This is an optimization exercise on Yosys and OpenROAD, whose aim is small area, not a production implementation. In this exercise RTL edits were held to simulation tests only and were not proved equivalent to the original.

==> flow/design.v (outline; a module is shown in full before it is edited, if it fits) <==
// module b8Xb8_s16: 5200 lines
// module b8Xb8_s16_fa: 4 lines
module b8Xb8_s16(
  input clk,
  input rst_n,
  input [7:0] in1_0,
  input [7:0] in1_1,
  input [7:0] in1_2,
  input [7:0] in1_3,
  input [7:0] in1_4,
  input [7:0] in1_5,
  input [7:0] in1_6,
  input [7:0] in1_7,
  input [7:0] in1_8,
  input [7:0] in1_9,
  input [7:0] in1_10,
  input [7:0] in1_11,
  input [7:0] in1_12,
  input [7:0] in1_13,
  input [7:0] in1_14,
  input [7:0] in1_15,
  input [7:0] in2_0,
  input [7:0] in2_1,
  input [7:0] in2_2,
  input [7:0] in2_3,
  input [7:0] in2_4,
  input [7:0] in2_5,
  input [7:0] in2_6,
  input [7:0] in2_7,
  input [7:0] in2_8,
  input [7:0] in2_9,
  input [7:0] in2_10,
  input [7:0] in2_11,
  input [7:0] in2_12,
  input [7:0] in2_13,
  input [7:0] in2_14,
  input [7:0] in2_15,
  output [11:0] out
  );
  // ...
==> flow/run.sh <==
#!/bin/bash
# synth_recipe.tcl (not shown) runs the flow's synth.tcl, then flattens the netlist and writes it again
# the make line also repeats each setting of config.mk as NAME=value (left out here)
make -C /OpenROAD-flow-scripts/flow DESIGN_CONFIG=/design/flow/config.mk WORK_HOME=/design/flow/orfs CLKGATE_MAP_FILE= SYNTH_SCRIPT=/design/flow/synth_recipe.tcl finish
==> flow/config.mk <==
export PLATFORM = sky130hd
export DESIGN_NAME = b8Xb8_s16
export DESIGN_NICKNAME = b8Xb8_s16
export VERILOG_FILES = /design/flow/design.v
export SDC_FILE = /design/flow/constraint.sdc
export NUM_CORES = 4
export LEC_CHECK = 0
export CAP_MARGIN = 20
export CORE_MARGIN = 2
export CORE_UTILIZATION = 40
export SLEW_MARGIN = 20
export SYNTH_HIERARCHICAL = 1
==> flow/constraint.sdc <==
create_clock -name core_clock -period 7.5 [get_ports {clk}]
set_input_delay 1.5000 -clock core_clock [delete_from_list [all_inputs] [get_ports {clk}]]
set_output_delay 1.5000 -clock core_clock [all_outputs]
set_load 0.01 [all_outputs]
==> summary.txt, run 1 <==
Seq area share 2.75%; Most common cell on crit path fa_1; top sig layer met5; Max Fclk 135 MHz; CTS HTree Levels 2; buffer share of cell area 15.8%; setup_tns 0 ps; CTS tree yes; clock latency (worst-skew pair) 300 ps; multi-input gates between 2k and 2.5k; r2r endpoint res[9]; Max clock buf depth 2; post_cts resized 0; post-layout minimum cycle time 7390 ps; RePlAce Congestion around 1.1; IO Count 270; Yosys cell types 13; crit-path max FO 8; dpl ws -165 ps; largest net degree at the start of global routing 13; Area growth, synth to finish 18.6%; Top FF cell, synth dfxtp_1; Biggest register res; Cells after Synth roughly 2.3k; Synth Area in Compound Gates 0%; main combinational cell family by area after synthesis adder cells; std cell rows 93; nets 3888; outcome complete, no violations
==> inputs of run 2 (changes only) <==
--- a/flow/config.mk
+++ b/flow/config.mk
@@ -5,8 +5,8 @@
 export SDC_FILE = /design/flow/constraint.sdc
 export NUM_CORES = 4
 export LEC_CHECK = 0
-export CAP_MARGIN = 20
+export CAP_MARGIN = 0
 export CORE_MARGIN = 2
 export CORE_UTILIZATION = 40
-export SLEW_MARGIN = 20
+export SLEW_MARGIN = 0
 export SYNTH_HIERARCHICAL = 1
==> run 2 against run 1 <==
Net effect:
- worst setup slack is the same
- critical path depth is the same
- still clean on timing, DRC and antenna
- global-route usage is the same
- highest routed layer unchanged
- fmax is the same
- clock-buffer cell count is the same
- via count is the same
- core utilization is the same
- worst hold slack is the same
- die area is the same
- synthesized area is the same
==> summary.txt, run 2 <==
r2r endpoint res[9]; synth top area cells fa_1, nand2_1, clkbuf_2; critical path class input pin to flip-flop; die area 0.0676 mm^2; Reg clk slew, reported paths 70 ps; post_cts resized 0 (unchanged); CP endpoint kind flip-flop; WHS Path Cells 2; clock latency (worst-skew pair) 300 ps (about the same); Post-CTS Setup Inserts 0; syn avg cell area between 10 and 15 um^2; Worst path slowest cell clkdlybuf4s50_1; Post-DP HPWL roughly 110 mm; most frequent cells in the layout nand2_1, fa_1, clkdlybuf4s50_1; largest net degree at the start of global routing 13 (unchanged); count leader, synth nand2_1; std cell rows 93 (unchanged); wire per inst 33.6 um; worst path cell trace clkdlybuf4s50_1, nand2_1, fa_1, fa_1, fa_1, fa_1, fa_1, fa_1, fa_1, fa_1, fa_1, fa_1; layout cells sized above 1 10.1%; CP Data Arrival Time 7560 ps; worst r2r src q_8_0; Yosys reg bits 40; hold crit path type flip-flop to flip-flop; ys async rst share 27.5%; area leader, netlist fa_1; post-layout minimum cycle time 7390 ps (unchanged); Slew Limit Fails 0; Hold Crit Start q_16_0; Max Cap Viol 0; port bufs around 270; clock sink count 40; unrepaired setup endpoints after global routing no; max reg flops 11; Clock Skew between 8 and 9 ps; die span in y 260 um; FF-to-FF path depth 15; vias in the first global route about 22k; Routed Antenna Nets 0; TritonCTS buffer count 5; crit-path max FO 8 (unchanged); Yosys Warn Count 7; WL final 117 mm; drt drc 0; gr ovfl total 0; actual slew at the worst max-slew pin 921 ps; final worst-path cycle share 98.5%; CTS tree yes; outcome complete, no violations; Initial Utilization around two fifths; RePlAce Congestion 1.08 (unchanged); Most common cell on crit path fa_1; Clock Tree Root clkbuf_16; hold buffers post-CTS 0; Post-synth EDFFs 0; dpl ws -165 ps (unchanged); Worst Hold End res[7]; buffers and inverters on the worst path 1; synth cell count leaders nand2_1, fa_1, clkbuf_2; Yosys top cell area share 76.7%; Max clock buf depth 2 (unchanged); total track usage 36.0%; setup_tns 0 ps (unchanged); critical path launch point type input pin; Top FF cell, synth dfxtp_1; Starting DRT DRC Count 2103; cell area after synthesis 0.0262 mm^2; Max Fclk 135 MHz (unchanged); Crit path max-delay family adder cells; Die Wd 260 um; CP required 7670 ps; Cells after Synth 2347 (unchanged); first-pass GRT wire length between 150 and 200 mm; IO Count 270 (unchanged); Pre-antenna DRT Iters 6; relative slew slack 38.4%; initial antenna violation count 2; DR vias 19.2k; CTS HTree Levels 2 (unchanged); nets 3888 (unchanged); Yosys cell types 13 (unchanged); Vias/cell between 5 and 6; Seq/Total Area, Yosys 3.27%; Placed Instances 3470; Final Hold Viols 0; syn_nets ~3.6k; Layout Cells excl Fill 3478; max incr delay on CP roughly 770 ps; Final setup viols 0; Area growth, synth to finish 18.6% (unchanged); final worst-path setup slack 110 ps; Biggest register res; R2R Setup Slk 2110 ps; Final Core Density between 40% and 50%; Core ar. 0.0646 mm^2; commonest non-fill, non-tap cell in the layout nand2_1; Ant. Diodes 0
[run 2: cell counts in the layout (fill, tap and decap cells not counted)]
Identical to the previous run, type by type.
[run 2: final cells by class]
cell class | count | area (um^2)
fillers | 5971 | 33500
multi-input cells | 2038 | 24000
repair buffers | 525 | 4920
well taps | 855 | 1070
flip-flops and latches | 40 | 856
clock buffers | 6 | 129
inverters | 12 | 45.0
clock inverters | 2 | 35.0
[run 2: worst min-delay path, cell delays in order (launching register included)]
cell	delay [ps]
dfxtp_1	340
fa_1	160
inv_1	40
[run 2: per-layer routing]
| metal | vias to the layer above | GRT usage [%] | share of wire (%) |
|---|---|---|---|
| met5 | - | 0 | 0.0060 |
| met3 | 194 | 5.56 | 8.2 |
| met1 | 10500 | 49.2 | 39 |
| li1 | 7339 | - | - |
| met4 | 2 | 16.7 | 6.1 |
| met2 | 1132 | 56.8 | 47 |
[run 2: cell families after synthesis]
| logic type | Yosys count | synth area share, % |
|---|---|---|
| adder cells (fa/ha/maj) | 1008 | 76.9 |
| buffers and inverters | 269 | 5.09 |
| flip-flops | 40 | 3.27 |
| AND/OR/NAND/NOR | 1029 | 14.8 |
| other | 1 | 0.0143 |
[run 2: metrics by stage]
step	area, um^2	hold slack (ps)
2_1_floorplan	26200	536
3_3_place_gp	30900	576
3_5_place_dp	30900	574
4_1_cts	31100	574
5_1_grt	31100	602
6_report	31100	571
[run 2: worst max path at each step]
stage	from	to	slack [ps]	cells after the start
after floorplan	in2_2[2]	q_10_1	980	12
after global placement	in1_11[1]	q_10_1	-100	12
after detailed placement	in1_5[1]	q_10_1	-160	12
after CTS	in1_5[1]	q_10_1	140	12
after global routing	in1_11[1]	q_10_1	50	12
final	in1_11[1]	q_10_1	110	12
[run 2: Yosys stat by module, one instance, submodules excluded]
module	copies in the design	cell area [um^2]	flops+latches
b8Xb8_s16	1	6110	40
b8Xb8_s16_fa	1004	20.0	0
==> inputs of run 3 (changes only) <==
--- a/flow/config.mk
+++ b/flow/config.mk
@@ -8,5 +8,6 @@
 export CAP_MARGIN = 0
 export CORE_MARGIN = 2
 export CORE_UTILIZATION = 40
+export GPL_TIMING_DRIVEN = 0
 export SLEW_MARGIN = 0
 export SYNTH_HIERARCHICAL = 1
==> run 3 against run 2 <==
Net effect:
- non-clock buffer count decreased by 256
- cell area fell by 11%
- worst setup slack better by 570 ps
- sequential cell count unchanged
- via count fell by 2.3%
- clock skew up 8.1 ps
- sequential share of layout area grew 0.35 points
- largest cell class unchanged
==> summary.txt, run 3 <==
Pre-antenna DRT Iters 6 (unchanged); port bufs 12 (-96%); Max Cap Viol 0 (unchanged); synth top area cells fa_1, nand2_1, clkbuf_2; WL final 110 mm (-5.8%); Routed Antenna Nets 0 (unchanged); FF-to-FF path depth 15 (unchanged); unrepaired setup endpoints after global routing no; DR vias 18.8k (-2.3%); worst path cell trace clkbuf_2, nand2_1, fa_1, fa_1, fa_1, fa_1, fa_1, fa_1, fa_1, fa_1, fa_1, fa_1; critical path class input pin to flip-flop; commonest non-fill, non-tap cell in the layout nand2_1; syn avg cell area 11.2 um^2 (unchanged); vias in the first global route 21.4k (-2.0%); Max Fclk 147 MHz (+8.4%); CP required 7660 ps (about the same); post-layout minimum cycle time 6820 ps (-575 ps); crit-path max FO 8 (unchanged); max reg flops 11 (unchanged); actual slew at the worst max-slew pin 879 ps (-41.9 ps); Yosys top cell area share 76.7% (unchanged); final worst-path cycle share 90.9% (-7.7 points); Top FF cell, synth dfxtp_1; Post-DP HPWL 98.7 mm (-9.4%); final instance area 0.0276 mm^2 (-11%); Final Hold Viols 0 (unchanged); Area growth, synth to finish 5.19%; die area 0.0676 mm^2 (unchanged); Die Wd 260 um (unchanged); IO Count 270 (unchanged); Max clock buf depth 2 (unchanged); clock latency (worst-skew pair) 310 ps (about the same); CP endpoint kind flip-flop; Clock Skew 16.2 ps (+8.14 ps); max incr delay on CP 690 ps (-80 ps); Initial Utilization 40.6% (unchanged); cell area after synthesis 0.0262 mm^2 (unchanged); relative slew slack 41.2% (+2.8 points); post_cts resized 0 (unchanged); initial antenna violation count 4 (+2); hold buffers post-CTS 0 (unchanged); std cell rows 93 (unchanged); r2r endpoint res[9]; largest net degree at the start of global routing 15 (+2); Clock Tree Root clkbuf_16; syn_nets 3613 (unchanged); Post-CTS Setup Inserts 0 (unchanged); RePlAce Congestion 1.04 (-2.9%); worst r2r src q_8_0; Most common cell on crit path fa_1; Worst path slowest cell fa_1; CP Data Arrival Time 6980 ps (-580 ps); setup_tns 0 ps (unchanged); gr ovfl total 0 (unchanged); hold crit path type flip-flop to flip-flop; total track usage 33.9% (-2.1 points); wire per inst 34.2 um (+1.7%); most frequent cells in the layout nand2_1, fa_1, clkbuf_2; Filler cells 6076 (+1.8%); Yosys Warn Count 7 (unchanged); Seq/Total Area, Yosys 3.27% (unchanged); Yosys reg bits 40 (unchanged); synth cell count leaders nand2_1, fa_1, clkbuf_2; ys async rst share 27.5% (unchanged); first-pass GRT wire length 157 mm (-4.8%); Ant. Diodes 0 (unchanged); layout cells sized above 1 11.2% (+1.1 points); Starting DRT DRC Count 2368 (+13%); nets 3632 (-6.6%); Core ar. 0.0646 mm^2 (unchanged); drt drc 0 (unchanged); Placed Area 0.0274 mm^2 (-11%); Slew Limit Fails 0 (unchanged); CTS HTree Levels 2 (unchanged); DR WL met2 51.5 mm (-6.2%); critical path launch point type input pin; R2R Setup Slk 2030 ps (-80 ps); TritonCTS buffer count 5 (unchanged); Cells after Synth 2347 (unchanged); top sig layer met5; WHS Path Cells 2 (unchanged); Hold Crit Start q_18_1; WL met3 10.4 mm (+8.5%); Yosys cell types 13 (unchanged); Final setup viols 0 (unchanged); Post-synth EDFFs 0 (unchanged); Biggest register res; Vias/cell 5.82 (+5.5%); clock sink count 40 (unchanged); outcome complete, no violations; count leader, synth nand2_1; die span in y 260 um (unchanged); area leader, netlist fa_1; CTS tree yes; M1 WL 39.9 mm (-12%); Worst Hold End res[10]; Reg clk slew, reported paths 60 ps (about the same)
run 3: cell types whose count changed in the layout (fill, tap and decap cells not counted):
cell             previous run  this run
buf_12                     25         0
buf_2                       0       125
buf_4                     232         1
clkbuf_1                    1         0
clkbuf_2                    0       131
clkdlybuf4s50_1           268        12
clkinv_2                    1         0
clkinvlp_4                  0         1
inv_6                       0         1
run 3: cells by family after synthesis:
group | synth area share, %
AND/OR/NAND/NOR | 14.8
adder cells (fa/ha/maj) | 76.9
buffers and inverters | 5.09
flip-flops | 3.27
other | 0.0143
run 3: final cells by class:
type	instances	area (um^2)	share of cell area, %
inverters	12	45.0	0.163
repair buffers	12	120	0.436
multi-input cells	2038	24000	87.1
well taps	855	1070	3.88
clock buffers	5	125	0.454
plain buffers	257	1290	4.67
flip-flops and latches	40	856	3.10
clock inverters	3	46.3	0.168
run 3: layer usage:
layer,vias up,global-route usage (%)
met1,10300,44.9
met4,6,19.4
met5,-,0
met3,271,5.78
li1,6818,-
met2,1393,52.9
run 3: worst max-delay path by stage:
| stage | from | to | cells after the start |
|---|---|---|---|
| 4_1_cts | in2_10[6] | q_10_1 | 12 |
| 5_1_grt | in2_0[3] | q_10_1 | 12 |
| 3_3_place_gp | in2_0[1] | q_9_1 | 12 |
| 6_report | in2_0[3] | q_10_1 | 12 |
| 3_5_place_dp | in2_10[6] | q_10_1 | 12 |
| 2_1_floorplan | in2_2[2] | q_10_1 | 12 |
run 3: worst max-delay path, delay by kind of cell:
| kind | cells | cell delay, ps |
|---|---|---|
| AND/OR/NAND/NOR | 1 | 110 |
| buffers and inverters | 1 | 210 |
| adder cells (fa/ha/maj) | 10 | 5140 |
run 3: stage by stage:
stage	hold WS [ps]	cells	util, %	setup slack, ps
global route	611	3222	42.7	626
detailed placement	555	3214	42.4	419
finish	565	3222	42.7	685
floorplan	536	2347	-	975
global placement	560	3214	42.4	442
CTS	567	3222	42.7	739
run 3: modules after synthesis (local to each module, per instance):
module / cell area, um^2 / cells inside / flops+latches
b8Xb8_s16: 6110 / 1343 / 40
b8Xb8_s16_fa: 20.0 / 1 / 0

-- re-timing with driven ports --
How much do the figures lean on ideal ports? The routed layouts below were timed once more, with nothing changed but the port constraints.
Step 1 assumes that a clkbuf_16 drives the clock port and a buf_2 every other input.
Step 2 times the ports against the registers' clock, not the clock port: input delays grow and output delays shrink by t, the midpoint of the rising clock arrivals with the driver on.
a / b / c = ideal / step 1 / step 2; a / b = the first two.
run	shift t [ns]	setup slack, ns	hold WS [ns]	pins driven straight from the clock port
run 1	0.350	0.110 / 0.141 / -0.209	0.571 / 0.571 / 0.571	1
run 2	0.350	0.110 / 0.141 / -0.209	0.571 / 0.571 / 0.571	1
run 3	0.354	0.685 / 0.704 / 0.350	0.565 / 0.565 / 0.565	1
With both steps, setup timing fails in run 1 and run 2, where it was met with ideal ports. For run 3, which loses most, drivers alone change the setup slack by +0.019 ns; drivers and shift together by -0.335 ns.
